From an optimization exercise on the open Yosys and OpenROAD flow, aimed at small area; shortcuts taken in it are not production practice. RTL that was checked went through simulation tests only; none was proved equivalent to the original. No functional check of the RTL was part of runs 1 and 2. Power and IR drop assume default switching activity.

==> flow/design.v, too long to show whole: its modules and the start of the top module <==
// module mac_mult: 1092 lines
// module fa_cell: 9 lines
// module ha_cell: 8 lines
// module booth_sel: 10 lines
// module booth_sel_n: 10 lines
// module FIR_filter: 69 lines
module FIR_filter #(parameter order = 10)(
	input logic clk,
	input logic reset,
	input logic x_valid,
	input logic signed [23:0] x,
	input logic [16*order - 1:0] h,
	output logic signed [39:0] y
);
  // ...
==> flow/flow/run.sh <==
#!/bin/bash
# The standard layout, with two changes to how it is made:
#  - ports are buffered with the smallest buffer (buf_1) instead of the default choice;
#  - before floorplanning, combinational cells that synthesis upsized are set back to their
#    smallest size (downsize.tcl); the flow's timing repair upsizes again where needed.
# make's full output goes to flow_make.log; each step's log is under orfs/logs/.
set -euo pipefail
here=$(pwd)
bash standard.sh \
  "BUFFER_PORTS_ARGS=-buffer_cell sky130_fd_sc_hd__buf_1" \
  "PRE_FLOORPLAN_TCL=$here/flow/downsize.tcl" \
  finish > "$here/flow_make.log" 2>&1
==> flow/flow/downsize.tcl <==
# Set every combinational cell that is not a buffer, delay or clock cell to the smallest
# size of its kind (for example a22oi_2 -> a22oi_1). Sequential cells are left alone.
set db [ord::get_db]
set n 0
foreach inst [[ord::get_db_block] getInsts] {
  set master [$inst getMaster]
  set name [$master getName]
  if { ![regexp {^sky130_fd_sc_hd__([a-z0-9]+)_([0-9]+)$} $name -> base drive] } { continue }
  if { [regexp {^(df|edf|sdf|sedf|dl|clk|buf|dly|conb|tap|fill|decap|diode|probe|lpflow)} $base] } { continue }
  set best $master
  foreach d {0 1 2} {
    set cand [$db findMaster "sky130_fd_sc_hd__${base}_$d"]
    if { $cand ne "NULL" && [$cand getWidth] < [[set best] getWidth] } { set best $cand }
  }
  if { $best ne $master } {
    replace_cell [$inst getName] [$best getName]
    incr n
  }
}
puts "downsize.tcl: resized $n instances"
==> flow/standard.sh <==
#!/bin/bash
# synth_recipe.tcl (not shown) runs the flow's synth.tcl, then flattens the netlist and writes it again
# the make line also repeats each setting of config.mk as NAME=value (left out here)
make -C /OpenROAD-flow-scripts/flow DESIGN_CONFIG=/design/flow/config.mk WORK_HOME=/design/flow/orfs CLKGATE_MAP_FILE= SYNTH_SCRIPT=/design/flow/synth_recipe.tcl "${@:-finish}"
==> flow/config.mk <==
export PLATFORM = sky130hd
export DESIGN_NAME = FIR_filter
export DESIGN_NICKNAME = FIR_filter
export VERILOG_FILES = /design/flow/design.v
export SDC_FILE = /design/flow/constraint.sdc
export NUM_CORES = 4
export LEC_CHECK = 0
export CAP_MARGIN = 20
export CORE_MARGIN = 2
export CORE_UTILIZATION = 40
export CTS_BUF_LIST = sky130_fd_sc_hd__clkbuf_8
export CTS_CLUSTER_DIAMETER = 50
export CTS_CLUSTER_SIZE = 16
export SLEW_MARGIN = 20
export SYNTH_HIERARCHICAL = 1
==> flow/constraint.sdc <==
create_clock -name core_clock -period 10.0 [get_ports {clk}]
set_input_delay 2.0000 -clock core_clock [delete_from_list [all_inputs] [get_ports {clk}]]
set_output_delay 2.0000 -clock core_clock [all_outputs]
set_load 0.01 [all_outputs]
==> impl_results.md, run 1 <==
- Seq power: 1580 µW
- Max-slew violations: 0
- Setup repair bufs after CTS: 0
- Static Leak: 0.00828 µW
- GR peak layer: met2
- Reg2reg start: last
- Die W: 218 µm
- Clock Power: 1010 µW
- Status: timing/DRC/antenna clean
- Clock power frac: 20.0%
- GPL Wtd Cong: 0.936
- Number of I/O pins: 227
- Placed Area: 20000 µm²
- Psw: 2050 µW
- Post-route design area: 20800 µm²
- Number of non-clock buffers in the layout: 259
- Ant. Diodes: 0
- Final setup fails: 0
- DRC viols: 0
- CP bufs+invs: 2
- R2R setup slack: 2.32 ns
- Final Non-Filler Cells: 2458
- NonClk Buf Share: 5.28%
- Biggest register: ring
- Total track usage: 22.1%
- CTS Sinks: 311
==> run 2: changes to the inputs <==
--- a/flow/config.mk
+++ b/flow/config.mk
@@ -5,11 +5,11 @@
 export SDC_FILE = /design/flow/constraint.sdc
 export NUM_CORES = 4
 export LEC_CHECK = 0
-export CAP_MARGIN = 20
+export CAP_MARGIN = 0
 export CORE_MARGIN = 2
 export CORE_UTILIZATION = 40
 export CTS_BUF_LIST = sky130_fd_sc_hd__clkbuf_8
 export CTS_CLUSTER_DIAMETER = 50
 export CTS_CLUSTER_SIZE = 16
-export SLEW_MARGIN = 20
+export SLEW_MARGIN = 0
 export SYNTH_HIERARCHICAL = 1
==> run 2 against run 1 <==
Effect of this change:
- largest cell class unchanged
- cell area is 0.29% lower
- routed wire length about the same
- still clean on timing, DRC and antenna
- cell count barely moved
- power down 0.91%
- synthesized cell count unchanged
- critical path type unchanged
- clock skew decreased by 0.0055 ns
==> impl_results.md, run 2 <==
- Remaining antenna violation count: 0 (unchanged)
- Max-Cap Viols: 0 (unchanged)
- Routed wire length per instance: 20.9 µm (about the same)
- Fill cells: 4269 (was 4314)
- Crit start category: flip-flop (unchanged)
- Warnings, synthesis: 8 (unchanged)
- Worst endpoint data arrival time: 8.12 ns (was 8.18 ns)
- CTS buffer count: 37 (was 38)
- Worst Hold Class: reg2reg (unchanged)
- Most frequent cells in the layout: 280 x dfxtp_1, 232 x a22oi_1, 225 x buf_1 (unchanged)
- Biggest regs: ring (216), acc (40), hold (24) (unchanged)
- Number of global-route vias before repair: 14100 (was 14200)
- WHS: 0.306 ns (was 0.299 ns)
- Worst Hold End: ring[4][3] (was ring[7][2])
- Row count: 78 (unchanged)
- R2R setup slack: 2.35 ns (was 2.32 ns)
- Reg2reg start: tap[0] (was last)
- RSZ-0062 raised after global routing: false (unchanged)
- Static Leak: 0.00826 µW (was 0.00828 µW)
- Routed WL: 51400 µm (was 51300 µm)
- Clk slew on worst S/H paths: 0.10 ns (was 0.09 ns)
- Final Non-Filler Cells: 2457 (was 2458)
- Net Sw Frac: 40.1% (was 40.6%)
- Hold_buf cts: 0 (unchanged)
- Worst EP required: 10.47 ns (was 10.50 ns)
- Initial DRC Count: 963 (was 967)
- Highest-delay cell along the critical path: dfxtp_1 (was mux2_2)
- Number of I/O pins: 227 (unchanged)
- Post-layout min period: 7.65 ns (was 7.68 ns)
- Endpoint type of the worst setup path: flip-flop (unchanged)
- Worst Hold Depth: 0 (unchanged)
- Most common cell after layout, fill and taps aside: dfxtp_1 (unchanged)
- Most frequent CP cell: fa_1 (unchanged)
- Setup WS pre-CTS: 2.43 ns (was 2.42 ns)
- Crit path cell chain: nor2b_1 -> buf_4 -> a22oi_1 -> xnor2_1 -> fa_1 -> fa_1 -> fa_1 -> fa_1 -> fa_1 -> fa_1 -> fa_1 -> fa_1 -> a211oi_1 -> o21ai_0 -> buf_4 -> o211ai_1 -> nand2_1 -> a21oi_1 -> o21ai_0 -> fa_1 -> xor2_1 -> nor2b_1 (was buf_4 -> mux2_2 -> a22oi_1 -> xnor2_1 -> ha_1 -> fa_1 -> fa_1 -> fa_1 -> fa_1 -> fa_1 -> fa_1 -> fa_1 -> fa_1 -> a211oi_1 -> o21ai_0 -> buf_4 -> o211ai_1 -> nand2_1 -> a21oi_1 -> o21ai_0 -> fa_1 -> xor2_1 -> nor2b_1)
- Dpl cells: 2389 (unchanged)
- First-pass GRT wire length: 80300 µm (was 80400 µm)
- Status: timing/DRC/antenna clean (unchanged)
- GPL Wtd Cong: 0.936 (unchanged)
- Via count: 13200 (was 13300)
- Via density per instance: 5.38 (was 5.41)
- Setup repair bufs after CTS: 0 (unchanged)
- Final Net Count: 2280 (was 2281)
- Least-Margin Pin Slew: 1.19 ns (was 1.15 ns)
- Total core area: 45300 µm² (unchanged)
- Final setup TNS: 0 ns (unchanged)
- Total internal power: 3010 µW (about the same)
- Starting Density: 40.4% (unchanged)
- Maximum vdd drop: 0.123 mV (was 0.124 mV)
- RR Endpoint: acc[30] (unchanged)
- Hold Crit Start: ring[3][3] (was ring[6][2])
- Die area: 47400 µm² (unchanged)
- Max-slew headroom: 20.6% (was 22.9%)
- Die W: 218 µm (unchanged)
- CTS resizes: 0 (unchanged)
- Biggest register: ring (unchanged)
- Root Buffer Master: clkbuf_8 (unchanged)
- Grt ovf: 0 (unchanged)
- Initial antenna violation count: 0 (unchanged)
- DRC viols: 0 (unchanged)
- Share of cells above drive strength 1: 8.99% (was 9.20%)
- Reg power frac: 31.5% (was 31.2%)
- DIE HEIGHT: 218 µm (unchanged)
- Clock power frac: 19.2% (was 20.0%)
- IO buf count: 226 (unchanged)
- Endpoints failing hold: 0 (unchanged)
- Max-slew violations: 0 (unchanged)
- Total power: 5010 µW (was 5060 µW)
- Post-Syn Instances: 1567 (unchanged)
- Final setup fails: 0 (unchanged)
- Clk_skew: 0.0469 ns (was 0.0524 ns)
- Comb power frac: 49.3% (was 48.9%)
- Worst reg2reg path depth: 22 (was 23)
- Max Fclk: 0.131 GHz (was 0.130 GHz)
- CP bufs+invs: 2 (unchanged)
- CP peak stage delay: 0.91 ns (was 0.54 ns)
- Max FFs per register: 216 (unchanged)
- Critical Setup Path Class: reg2reg (unchanged)
- CTS tree: yes (unchanged)
- Clock Path Buffers: 3 (unchanged)
- Family with the most delay on the worst path: adder cells (unchanged)
- H-Tree Level Count: 2 (unchanged)
- Worst-skew pair later-pin latency: 0.62 ns (was 0.63 ns)
- CTS Sinks: 311 (unchanged)
- Drt first pass iters: 6 (unchanged)
- Pin count of the biggest net entering global routing: 48 (unchanged)
- Final Worst Setup Slack: 2.35 ns (was 2.32 ns)
- Ant. Diodes: 0 (unchanged)
- Fin crit share: 76.5% (was 76.8%)
- Total track usage: 22.0% (was 22.1%)
- Pwr dens: 241 nW/µm² (was 243 nW/µm²)
- Psw: 2010 µW (was 2050 µW)
- CP max FO: 26 (was 24)
- Placed wire-length estimate: 38500 µm (about the same)
run 2: layout make-up:
cell class | count | area [µm²] | area share, %
Clock inverter | 27 | 259 | 1.25
Multi-Input combinational cell | 1165 | 11400 | 55.0
Sequential cell | 311 | 6470 | 31.2
Inverter | 54 | 203 | 0.976
Tap cell | 600 | 751 | 3.61
Clock buffer | 41 | 564 | 2.72
Timing Repair Buffer | 259 | 1100 | 5.30
run 2: worst max path at each step:
stage | from | to | cells after the start
CTS | last | acc[30] | 23
global placement | last | acc[30] | 23
floorplan | tap[3] | acc[26] | 20
finish | tap[0] | acc[30] | 22
global route | tap[0] | acc[30] | 22
detailed placement | tap[0] | acc[30] | 22
run 2: power by group through the flow:
stage	registers, µW	logic [µW]	clock network [µW]
floorplan	1600	1840	0
global placement	1610	2400	0
detailed placement	1610	2470	0
CTS	1590	2490	998
global route	1600	2820	1050
finish	1580	2470	962
run 2: through the flow:
step,cell area [µm²],util (%)
6_report,20800,45.9
3_3_place_gp,19900,44.0
5_1_grt,20800,45.9
3_5_place_dp,19900,44.0
4_1_cts,20800,45.9
2_1_floorplan,18300,-
run 2: metal layers:
layer	part of all wire, %	track usage (%)
met4	3.5	8.28
met2	49	38.3
met1	41	27.3
met5	0	0
met3	6.5	3.91
==> module FIR_filter, before the edit <==
module FIR_filter #(parameter order = 10)(
	input logic clk,
	input logic reset,
	input logic x_valid,
	input logic signed [23:0] x,
	input logic [16*order - 1:0] h,
	output logic signed [39:0] y
);
	localparam int R = order - 1;		 
	logic [23:0] ring [0:R - 1];		 
	logic [23:0] hold;			 
	logic [3:0] age;			 
	logic pend;				 
	logic ins;				 
	logic last;				 
	logic [3:0] left;			 
	logic [3:0] nvalid;			 
	logic [15:0] tap;			 
	logic [39:0] acc;
	wire [23:0] tail = ring[R - 1];
	wire [23:0] smp = last ? hold : tail;
	logic [3:0] age_n, left_n, nvalid_n, k_n;
	logic pend_n, use_n;
	always_comb begin
		if (reset) begin
			pend_n = 1'b0;
			left_n = '0;
			nvalid_n = '0;
			age_n = R - 1;
		end else if (x_valid) begin
			pend_n = 1'b1;
			left_n = order;
			nvalid_n = (nvalid == order) ? nvalid : nvalid + 4'd1;
			age_n = (age == 0) ? R : age;
		end else begin
			pend_n = pend & ~ins;
			left_n = (left != 0) ? left - 4'd1 : left;
			nvalid_n = nvalid;
			if (pend && !ins)
				age_n = (age == 1) ? R : age - 4'd1;	 
			else
				age_n = (age == 0) ? R - 1 : age - 4'd1;	 
		end
		k_n = (left_n == 1) ? 4'd0 : age_n;
		use_n = (left_n != 0) && (k_n < nvalid_n);
	end
	logic [15:0] tap_n;
	always_comb begin
		tap_n = '0;
		for (int j = 0; j < order; j++)
			if (use_n && k_n == j) tap_n = tap_n | h[16*j +: 16];
	end
	logic [39:0] sum;
	mac_mult u_mult (.a(tap), .b(smp), .acc(acc), .p(sum));
	always_ff @(posedge clk) begin
		ring[0] <= ins ? hold : tail;
		for (int i = 1; i < R; i++) ring[i] <= ring[i - 1];
		if (x_valid) hold <= x;
		acc <= x_valid ? 40'd0 : sum;
		tap <= tap_n;
		pend <= pend_n;
		ins <= pend_n && age_n == R;
		last <= left_n == 1;
		left <= left_n;
		nvalid <= nvalid_n;
		age <= age_n;
	end
	assign y = acc;
endmodule
==> run 3: changes to the inputs <==
--- a/flow/design.v
+++ b/flow/design.v
@@ -1147,7 +1147,8 @@
 	logic last;				 
 	logic [3:0] left;			 
 	logic [3:0] nvalid;			 
-	logic [15:0] tap;			 
+	logic [3:0] k;				 
+	logic use_k;				 
 	logic [39:0] acc;
 	wire [23:0] tail = ring[R - 1];
 	wire [23:0] smp = last ? hold : tail;
@@ -1176,11 +1177,11 @@
 		k_n = (left_n == 1) ? 4'd0 : age_n;
 		use_n = (left_n != 0) && (k_n < nvalid_n);
 	end
-	logic [15:0] tap_n;
+	logic [15:0] tap;
 	always_comb begin
-		tap_n = '0;
+		tap = '0;
 		for (int j = 0; j < order; j++)
-			if (use_n && k_n == j) tap_n = tap_n | h[16*j +: 16];
+			if (use_k && k == j) tap = tap | h[16*j +: 16];
 	end
 	logic [39:0] sum;
 	mac_mult u_mult (.a(tap), .b(smp), .acc(acc), .p(sum));
@@ -1189,7 +1190,8 @@
 		for (int i = 1; i < R; i++) ring[i] <= ring[i - 1];
 		if (x_valid) hold <= x;
 		acc <= x_valid ? 40'd0 : sum;
-		tap <= tap_n;
+		k <= k_n;
+		use_k <= use_n;
 		pend <= pend_n;
 		ins <= pend_n && age_n == R;
 		last <= left_n == 1;
--- a/flow/config.mk
+++ b/flow/config.mk
@@ -5,11 +5,11 @@
 export SDC_FILE = /design/flow/constraint.sdc
 export NUM_CORES = 4
 export LEC_CHECK = 0
-export CAP_MARGIN = 0
+export CAP_MARGIN = 20
 export CORE_MARGIN = 2
 export CORE_UTILIZATION = 40
 export CTS_BUF_LIST = sky130_fd_sc_hd__clkbuf_8
 export CTS_CLUSTER_DIAMETER = 50
 export CTS_CLUSTER_SIZE = 16
-export SLEW_MARGIN = 0
+export SLEW_MARGIN = 20
 export SYNTH_HIERARCHICAL = 1
==> run 3 against run 2 <==
Effect of this change:
- core utilization rose by 0.79 points
- cell count shrank 5.2%
- combinational power is 7% lower
- die area decreased by 4.5%
- critical endpoint is now acc[26]
- sequential cell count is 11 lower
- fmax down 11%
- global-route usage down 0.30 points
- sequential share of layout area shrank 0.095 points
==> impl_results.md, run 3 <==
- Most frequent cells in the layout: 276 x dfxtp_1, 244 x a22oi_1, 225 x buf_1 (was 280 x dfxtp_1, 232 x a22oi_1, 225 x buf_1)
- Remaining antenna violation count: 0 (unchanged)
- DRC viols: 0 (unchanged)
- Number of global-route vias before repair: 13200 (was 14100)
- Worst Hold Depth: 0 (unchanged)
- Share of cells above drive strength 1: 10.4% (was 8.99%)
- Maximum vdd drop: 0.136 mV (was 0.123 mV)
- RSZ-0062 raised after global routing: false (unchanged)
- CTS tree: yes (unchanged)
- Highest-delay cell along the critical path: o211ai_1 (was dfxtp_1)
- Clk slew on worst S/H paths: 0.10 ns (about the same)
- Pin count of the biggest net entering global routing: 46 (was 48)
- Worst-skew pair later-pin latency: 0.66 ns (was 0.62 ns)
- Endpoint type of the worst setup path: flip-flop (unchanged)
- Final setup TNS: 0 ns (unchanged)
- Warnings, synthesis: 8 (unchanged)
- Biggest regs: ring (216), acc (40), hold (24) (unchanged)
- CP max FO: 15 (was 26)
- Crit start category: input pin (was flip-flop)
- Final Net Count: 2173 (was 2280)
- Hold_buf cts: 0 (unchanged)
- IO buf count: 226 (unchanged)
- CTS Sinks: 300 (was 311)
- CP bufs+invs: 2 (unchanged)
- Number of I/O pins: 227 (unchanged)
- Fill cells: 3957 (was 4269)
- CP peak stage delay: 0.51 ns (was 0.91 ns)
- DIE HEIGHT: 213 µm (was 218 µm)
- Drt first pass iters: 8 (was 6)
- Via density per instance: 5.37 (was 5.38)
- Routed wire length per instance: 20.7 µm (was 20.9 µm)
- Status: timing/DRC/antenna clean (unchanged)
- Setup crit start: h[128] (was tap[0])
- Endpoints failing hold: 0 (unchanged)
- Ant. Diodes: 0 (unchanged)
- Total core area: 43100 µm² (was 45300 µm²)
- Least-Margin Pin Slew: 1.09 ns (was 1.19 ns)
- Worst endpoint data arrival time: 9.11 ns (was 8.12 ns)
- Placed wire-length estimate: 36300 µm (was 38500 µm)
- H-Tree Level Count: 1 (was 2)
- Clock Path Buffers: 3 (unchanged)
- Post-Syn Instances: 1441 (was 1567)
- Via count: 12500 (was 13200)
- Setup repair bufs after CTS: 0 (unchanged)
- Most common cell after layout, fill and taps aside: dfxtp_1 (unchanged)
- Max Fclk: 0.117 GHz (was 0.131 GHz)
- RR Endpoint: acc[26] (was acc[30])
- Family with the most delay on the worst path: adder cells (unchanged)
- Pwr dens: 235 nW/µm² (was 241 nW/µm²)
- First-pass GRT wire length: 75600 µm (was 80300 µm)
- Max FFs per register: 216 (unchanged)
- Worst Hold End: ring[4][16] (was ring[4][3])
- Worst Hold Class: reg2reg (unchanged)
- Row count: 76 (was 78)
- CTS buffer count: 31 (was 37)
- Biggest register: ring (unchanged)
- CTS resizes: 0 (unchanged)
- Fin crit share: 85.7% (was 76.5%)
- Total track usage: 21.7% (was 22.0%)
- Starting Density: 40.5% (was 40.4%)
- Max-slew headroom: 26.6% (was 20.6%)
- Core Util, Final: 46.7% (was 45.9%)
- Post-layout min period: 8.57 ns (was 7.65 ns)
- Final setup fails: 0 (unchanged)
- WHS: 0.274 ns (was 0.306 ns)
- Most frequent CP cell: fa_2 (was fa_1)
- Reg2reg start: k[1] (was tap[0])
- GPL Wtd Cong: 0.914 (was 0.936)
- Total power: 4730 µW (was 5010 µW)
- Static Leak: 0.00794 µW (was 0.00826 µW)
- Die W: 213 µm (was 218 µm)
- Critical Setup Path Class: in2reg (was reg2reg)
- Worst EP required: 10.53 ns (was 10.47 ns)
- Grt ovf: 0 (unchanged)
- R2R setup slack: 1.73 ns (was 2.35 ns)
- Root Buffer Master: clkbuf_8 (unchanged)
- Max-Cap Viols: 0 (unchanged)
- Clk_skew: 0.0698 ns (was 0.0469 ns)
- Hold Crit Start: ring[3][16] (was ring[3][3])
- Initial DRC Count: 920 (was 963)
- Max-slew violations: 0 (unchanged)
- Routed WL: 48200 µm (was 51400 µm)
- Worst reg2reg path depth: 28 (was 22)
- Die area: 45300 µm² (was 47400 µm²)
- Initial antenna violation count: 0 (unchanged)
==> run 3: cell type report <==
| type | count | area [µm²] | area share [%] |
|---|---|---|---|
| Sequential cell | 300 | 6250 | 31.1 |
| Inverter | 53 | 199 | 0.990 |
| Timing Repair Buffer | 273 | 1200 | 6.00 |
| Clock inverter | 26 | 283 | 1.41 |
| Multi-Input combinational cell | 1062 | 11000 | 54.8 |
| Tap cell | 585 | 732 | 3.64 |
| Clock buffer | 31 | 427 | 2.12 |
==> run 3: how the worst max path moves through the flow <==
stage	to	slack, ns	cells past startpoint
final	acc[26]	1.43	26
after floorplan	acc[26]	-0.36	22
after global placement	acc[26]	0.88	26
after CTS	acc[26]	1.43	26
after detailed placement	acc[26]	0.76	26
after global routing	acc[26]	1.12	28
==> run 3: per-layer routing <==
layer  track usage [%]  vias up  wire, µm
met5                 0        -         0
met4              5.88        0      1100
met3              2.79       77      2770
met2              37.5      436     23900
met1              28.7     6276     20400
li1                  -     5728         -
==> run 3: power breakdown <==
group	internal (µW)	switching (µW)
Sequential	1450	118
Clock	375	486
Combinational	1040	1260
Total	2860	1860
==> run 3: per-stage QoR <==
step                      instance area [µm²]  cells  worst slack, ns
after detailed placement                19400   2273            0.758
after floorplan                         17500   1448           -0.362
final                                   20100   2330             1.43
after CTS                               20100   2330             1.43
after global placement                  19400   2273            0.885
after global routing                    20100   2330             1.12

[re-timing with driven ports]
In the flow no input, the clock included, has a driving cell. The finished layouts below were timed again as built, in two steps. Step 1 (the two cells are an assumption about what drives the block):
set clk [get_ports {clk}]
set_driving_cell -lib_cell sky130_fd_sc_hd__clkbuf_16 $clk
set_driving_cell -lib_cell sky130_fd_sc_hd__buf_2 [delete_from_list [all_inputs] $clk]
Step 2 times the ports against the registers' clock, not the clock port: input delays grow and output delays shrink by t, the midpoint of the rising clock arrivals with the driver on. Slacks: no drivers / after step 1 / after step 2; pairs: no drivers / after step 1.
run	shift t [ns]	setup slack, ns	worst register clock-pin slew, ns
run 1	0.655	2.317 / 2.317 / 2.317	0.10 / 0.10
run 2	0.645	2.351 / 2.351 / 2.351	0.10 / 0.10
run 3	0.680	1.429 / 1.456 / 0.775	0.10 / 0.10
After both steps every run listed still meets setup and hold. For run 3, which loses most, drivers alone change the setup slack by +0.027 ns; drivers and shift together by -0.654 ns.
